This is an optimization exercise on Yosys and OpenROAD, whose aim is small area and a short achievable clock period, not a production implementation.
The RTL was checked by simulation tests, not by an equivalence proof against the original design.

// fma
module fma #(
    parameter       WORDWIDTH = 32,
    parameter       EXPONENTWIDTH = 8,
    parameter       MANTISSAWIDTH = 23
)(
    input wire                   clk_I,
    input wire                   rst_n_I,
    input wire [WORDWIDTH-1:0]   operand_a_I,
    input wire [WORDWIDTH-1:0]   operand_b_I,
    input wire [WORDWIDTH-1:0]   operand_c_I,
    input wire [2:0]             rnd_mode,
    input                        gate,
    output wire [WORDWIDTH-1:0]  result_O,
    output wire                  flag_overflow_O,
    output wire                  flag_underflow_O,
    output wire                  done_valid_O
);
localparam RNE = 3'd0;
localparam RTZ = 3'd1;
localparam RD  = 3'd2;
localparam RU  = 3'd3;
localparam RNM = 3'd4;
wire        sgn_a = operand_a_I[31];
wire        sgn_b = operand_b_I[31];
wire        sgn_c = operand_c_I[31];
wire [7:0]  ea = operand_a_I[30:23];
wire [7:0]  eb = operand_b_I[30:23];
wire [7:0]  ec = operand_c_I[30:23];
wire [22:0] ma = operand_a_I[22:0];
wire [22:0] mb = operand_b_I[22:0];
wire [22:0] mc = operand_c_I[22:0];
wire hid_a = |ea;
wire hid_b = |eb;
wire hid_c = |ec;
wire mnz_a = |ma;
wire mnz_b = |mb;
wire mnz_c = |mc;
wire zero_ab = (~hid_a & ~mnz_a) | (~hid_b & ~mnz_b);
wire nan_any = ((&ea) & mnz_a) | ((&eb) & mnz_b) | ((&ec) & mnz_c);
  ...
export LEC_CHECK = 0
export ABC_AREA = 1
export CAP_MARGIN = 20
export CORE_MARGIN = 2
export CORE_UTILIZATION = 40
export SLEW_MARGIN = 20
create_clock -name core_clock -period 22.0 [get_ports {clk_I}]
run.sh (not shown) runs the stock make flow with config.mk's settings and CLKGATE_MAP_FILE= SYNTH_SCRIPT=/design/flow/synth_recipe.tcl, a recipe that flattens the netlist after the stock synthesis.
The baseline finished with timing, DRC and antenna clean.
Change:
--- a/flow/config.mk
+++ b/flow/config.mk
@@ -6,5 +6,4 @@
 export NUM_CORES = 4
 export LEC_CHECK = 0
-export ABC_AREA = 1
 export CAP_MARGIN = 20
 export CORE_MARGIN = 2
=> Non-clock buffer count grows by 57; maximum frequency drops by 17%; cell count increases by 5.8%; setup slack loses 2300 ps; critical path depth shrinks by 11; design area increases by 9.8%.

* * *

maple:
fma, a different RTL version from the one above (not shown whole).
Size: ~140 I/O pins, about 0.042 mm2 of cells after synthesis.
// fma
module fma #(
    parameter       WORDWIDTH = 32,
    parameter       EXPONENTWIDTH = 8,
    parameter       MANTISSAWIDTH = 23
)(
    input wire                   clk_I,
    input wire                   rst_n_I,
    input wire [WORDWIDTH-1:0]   operand_a_I,
    input wire [WORDWIDTH-1:0]   operand_b_I,
    input wire [WORDWIDTH-1:0]   operand_c_I,
    input wire [2:0]             rnd_mode,
    input                        gate,
    output wire [WORDWIDTH-1:0]  result_O,
    output wire                  flag_overflow_O,
    output wire                  flag_underflow_O,
    output wire                  done_valid_O
);
wire [47:0] pp_s_nc;
reg  [47:0] r1_s_nc;
wire [48:0] pp_t_nc;
reg  [48:0] r1_t_nc;
wire [76:0] q_hi;
wire        st_align, eff_sub, sgn_p, sgn_c, nan_any;
wire [9:0]  sw_raw, ep;
wire [7:0]  ec1;
fma_s0 u_s0 (
  .operand_a_I(operand_a_I), .operand_b_I(operand_b_I), .operand_c_I(operand_c_I),
  .pp_s_nc(pp_s_nc), .pp_t_nc(pp_t_nc),
  .q_hi(q_hi), .st_align(st_align), .eff_sub(eff_sub),
  .sgn_p(sgn_p), .sgn_c(sgn_c), .nan_any(nan_any), .sw_raw(sw_raw), .ep(ep), .ec1(ec1)
);
reg [76:0] r1_q;
reg        r1_st, r1_eff_sub, r1_sgn_p, r1_sgn_c, r1_nan;
reg [9:0]  r1_sw, r1_ep;
reg [7:0]  r1_ec1;
reg [2:0]  r1_rnd;
reg        r1_valid, r1_rst;
always @(posedge clk_I) begin
  ...
==> flow/config.mk <==
export PLATFORM = sky130hd
export DESIGN_NAME = fma
export DESIGN_NICKNAME = fma
export VERILOG_FILES = /design/flow/design.v
export SDC_FILE = /design/flow/constraint.sdc
export NUM_CORES = 4
export LEC_CHECK = 0
export ABC_AREA = 1
export CAP_MARGIN = 20
export CORE_MARGIN = 2
export CORE_UTILIZATION = 40
export SLEW_MARGIN = 20
==> flow/constraint.sdc <==
create_clock -name core_clock -period 22.0 [get_ports {clk_I}]
set_input_delay 4.4000 -clock core_clock [delete_from_list [all_inputs] [get_ports {clk_I}]]
set_output_delay 4.4000 -clock core_clock [all_outputs]
set_load 0.01 [all_outputs]
standard.sh (not shown) runs the stock make flow with config.mk's settings and CLKGATE_MAP_FILE= SYNTH_SCRIPT=/design/flow/synth_recipe.tcl, a recipe that flattens the netlist after the stock synthesis.
==> flow/flow/run.sh <==
#!/bin/bash
# Layout: the standard flow (standard.sh) with these changes:
# - the input and output port buffers are sky130_fd_sc_hd__buf_2 cells.
set -euo pipefail
MARGIN=$(cat flow/margin.txt)
bash standard.sh SETUP_SLACK_MARGIN="$MARGIN" SKIP_GATE_CLONING=1 \
  BUFFER_PORTS_ARGS="-buffer_cell sky130_fd_sc_hd__buf_2" finish > standard_flow.log 2>&1
==> flow/flow/margin.txt <==
13
maple: full flow OK, the timing, design-rule and antenna checks passed
Inputs modified between maple and onyx:
==> flow/flow/margin.txt <==
12.75
==> run summary <==
operand_c_I[25] as the start point of the critical path was reported by maple, and r1_q[30] by onyx. The final layout from onyx, which completed every stage, passed the timing, design-rule and antenna checks at the end of the flow. Detailed-router iteration count before antenna repair sits higher in onyx than in maple. Relative to maple, number of clock buffers in the layout has decreased by 5.4% in onyx. Per the comparison of onyx with maple, upper clock frequency limit shows a reduction of 2.7%; post-route worst setup slack lower; core utilization decreased by 0.46 points relative to the old numbers.
Input changes introduced in garnet (baseline for comparison: onyx):
==> flow/flow/margin.txt <==
13.25
### Flow results
garnet ended up with met5 as its highest metal layer with signal wires; onyx ended up with met4. Capture point of the critical path: r2_rs -> onyx, r1_q[54] -> garnet. Summary of garnet over onyx: count of multi-input combinational gates did not really move. Compare garnet and onyx | sequential share of layout area higher: onyx. Achievable clock frequency, garnet vs onyx: up by a few percent.
Input-level comparison between raven and garnet:
==> flow/flow/run.sh <==
#!/bin/bash
set -euo pipefail
MARGIN=$(cat flow/margin.txt)
bash standard.sh SETUP_SLACK_MARGIN="$MARGIN" \
  BUFFER_PORTS_ARGS="-buffer_cell sky130_fd_sc_hd__buf_2" finish > standard_flow.log 2>&1
==> flow/flow/margin.txt <==
13
## What came out
raven reached the final stage; the timing, design-rule and antenna checks on its layout passed.
The instance count on the critical path in raven was higher than what garnet gave.
Delta (raven minus garnet): fraction of layout instances using a drive strength above 1 dropped 3.7 points, number of antenna violations at the first check in global routing shows an increase of 1, effective utilization at floorplan ~0 delta, placed standard-cell area barely changed.
For the clock-buffer cell count, raven came in 1 higher than garnet did.

* * *

old:
Another version of the RTL of fma (not shown whole).
Size in the first run: about 6300 cells after synthesis, about 250 flip-flops, about 140 I/O pins.
==> flow/config.mk <==
export PLATFORM = sky130hd
export DESIGN_NAME = fma
export DESIGN_NICKNAME = fma
export VERILOG_FILES = /design/flow/design.v
export SDC_FILE = /design/flow/constraint.sdc
export NUM_CORES = 4
export LEC_CHECK = 0
export ABC_AREA = 1
export CAP_MARGIN = 20
export CORE_MARGIN = 2
export CORE_UTILIZATION = 40
export SLEW_MARGIN = 20
==> flow/constraint.sdc <==
create_clock -name core_clock -period 22.0 [get_ports {clk_I}]
set_input_delay 4.4000 -clock core_clock [delete_from_list [all_inputs] [get_ports {clk_I}]]
set_output_delay 4.4000 -clock core_clock [all_outputs]
set_load 0.01 [all_outputs]
==> flow/flow/run.sh <==
#!/bin/bash
# Layout: the standard flow (standard.sh) with these changes:
# - the input and output port buffers are sky130_fd_sc_hd__buf_2 cells.
set -euo pipefail
MARGIN=$(cat flow/margin.txt)
bash standard.sh SETUP_SLACK_MARGIN="$MARGIN" SKIP_GATE_CLONING=1 \
  BUFFER_PORTS_ARGS="-buffer_cell sky130_fd_sc_hd__buf_2" finish > standard_flow.log 2>&1
==> flow/flow/margin.txt <==
13
old has completed all stages; timing, DRC and antenna checks passed.
Input changes introduced in new (baseline for comparison: old):
==> flow/flow/run.sh <==
#!/bin/bash
set -euo pipefail
MARGIN=$(cat flow/margin.txt)
bash standard.sh SETUP_SLACK_MARGIN="$MARGIN" \
  BUFFER_PORTS_ARGS="-buffer_cell sky130_fd_sc_hd__buf_2" finish > standard_flow.log 2>&1
### Flow results
- Between old and new, final cycle utilization of the critical path increased.
- new and old ended up with nearly the same relative area change from synthesis to final layout.
- Comparing old against new, there is no change at all in starting density of the core.

* * *

== run 1 ==
fma, a different RTL version from the one above (not shown whole).
Size in the first run: roughly 6600 cells after synthesis, roughly 250 flip-flops, ~0.043 mm^2 of cells after synthesis.
clock: 22.0 ns
lec_check: 0
abc_area: 1
cap_margin: 20
core_margin: 2
core_utilization: 40
cts_buf_list: sky130_fd_sc_hd__clkbuf_4 sky130_fd_sc_hd__clkbuf_8
slew_margin: 20
==> flow/flow/run.sh <==
#!/bin/bash
set -euo pipefail
MARGIN=$(cat flow/margin.txt)
bash standard.sh SETUP_SLACK_MARGIN="$MARGIN" \
  BUFFER_PORTS_ARGS="-buffer_cell sky130_fd_sc_hd__buf_2" finish > standard_flow.log 2>&1
Scripts as last shown in full above: flow/flow/margin.txt
Input changes introduced in run 2 (baseline for comparison: run 1):
- changing CORE_UTILIZATION from 40 to 55
- removing CTS_BUF_LIST (formerly sky130_fd_sc_hd__clkbuf_4 sky130_fd_sc_hd__clkbuf_8)
==> flow/flow/run.sh <==
#!/bin/bash
# Layout: the standard flow, with timing repair aiming for a setup slack
# of MARGIN ns at the design's clock period (the default aims for 0, which
# this design meets without any repair).
set -euo pipefail
MARGIN=$(cat flow/margin.txt)
bash standard.sh SETUP_SLACK_MARGIN="$MARGIN" finish > standard_flow.log 2>&1
[summary]
- When run 2 is measured against run 1, its count of non-filler cells in the finished layout turns out 368 lower.
- Time the final worst path needs with I/O delays and setup, run 2 and run 1: larger value in run 2
- Diff run 1 -> run 2: total die area shows a reduction of 27%; number of buffers and inverters on the critical path went up; first-pass GRT wire length saw a decrease.
Input-level comparison between run 3 and run 2:
- CORE_UTILIZATION now 40, was 55
==> flow/flow/run.sh <==
#!/bin/bash
set -euo pipefail
MARGIN=$(cat flow/margin.txt)
bash standard.sh SETUP_SLACK_MARGIN="$MARGIN" \
  BUFFER_PORTS_ARGS="-buffer_cell sky130_fd_sc_hd__buf_2" finish > standard_flow.log 2>&1
==> flow/flow/margin.txt <==
13.5
[summary]
Although it ran to completion, run 3 produced a layout that fails the final checks because of max-capacitance violations, max-slew violations. Comparing fraction of met3 tracks used by global routing for run 3 and run 2, the smaller number came from run 3. Going from run 2 to run 3, number of buffers created by CTS picked up an extra 1. Routed wire length, run 3 and run 2: lower on run 2. Compared with run 2, run 3 shows a higher depth of the worst register-to-register path.
For run 4, these inputs were changed with respect to run 3:
==> flow/flow/run.sh <==
#!/bin/bash
# Layout: the standard flow, with timing repair aiming for a setup slack
# of MARGIN ns at the design's clock period (the default aims for 0, which
# this design meets without any repair).
set -euo pipefail
MARGIN=$(cat flow/margin.txt)
bash standard.sh SETUP_SLACK_MARGIN="$MARGIN" finish > standard_flow.log 2>&1
==> flow/flow/margin.txt <==
13
Notes after the runs:
The flow did not stop early for run 4: all stages ran, and the layout cleared the timing, design-rule and antenna checks. From run 3 to run 4, number of cell instances on the worst register-to-register path did not move at all. Run 3 was routed with more vias than run 4. Any difference in register cell area after layout between run 3 and run 4 is small enough to ignore. Diff run 3 -> run 4: later-pin clock latency in the skew report comparable, global-route usage now larger. Relative to run 3, run 4 improves wire length. The met2 track utilization from global routing of run 4 exceeds that of run 3 by 1.0 points.

[separate check: timing with driven ports]
The results above use ideal ports. As a check the final layouts listed here were re-extracted and re-timed, cells and wires unchanged. Step 1, drivers: a clkbuf_16 drives clk_I and a buf_2 each remaining input, both assumed. Step 2, shift: input delay + t, output delay - t, t = (earliest + latest rising clock arrival at the registers) / 2. This alone moves slack from input paths to output paths. a / b / c = ideal ports / drivers / drivers and shift; a / b = the first two.
run | t, ns | setup slack, ns | worst hold slack (ns) | worst slew at a driven data input, ns
the first run of note 1 | 0.665 | 10.915 / 10.915 / 10.709 | 0.419 / 0.419 / 0.419 | 0.06
the second run of note 1 | 0.651 | 8.648 / 8.648 / 8.648 | 0.471 / 0.471 / 0.471 | 0.05
maple | 0.672 | 13.224 / 13.278 / 12.606 | 0.399 / 0.399 / 0.399 | 0.08
onyx | 0.674 | 12.982 / 12.982 / 12.435 | 0.400 / 0.400 / 0.400 | 0.09
garnet | 0.659 | 13.195 / 13.222 / 12.563 | 0.403 / 0.403 / 0.403 | 0.09
raven | 0.672 | 13.221 / 13.271 / 12.599 | 0.399 / 0.399 / 0.399 | 0.08
old | 0.643 | 13.112 / 13.134 / 12.491 | 0.472 / 0.472 / 0.472 | 0.07
new | 0.637 | 13.075 / 13.075 / 12.568 | 0.472 / 0.472 / 0.472 | 0.07
run 1 | 0.746 | 13.082 / 13.108 / 12.362 | 0.379 / 0.379 / 0.379 | 0.07
run 2 | 0.651 | 13.056 / 13.084 / 12.433 | 0.385 / 0.385 / 0.385 | 0.07
run 3 | 0.651 | 13.134 / 13.151 / 12.500 | 0.383 / 0.383 / 0.383 | 0.09
run 4 | 0.667 | 13.057 / 13.094 / 12.428 | 0.390 / 0.390 / 0.390 | 0.08
For run 1, which loses most, drivers alone change the setup slack by +0.026 ns; drivers and shift together by -0.720 ns.
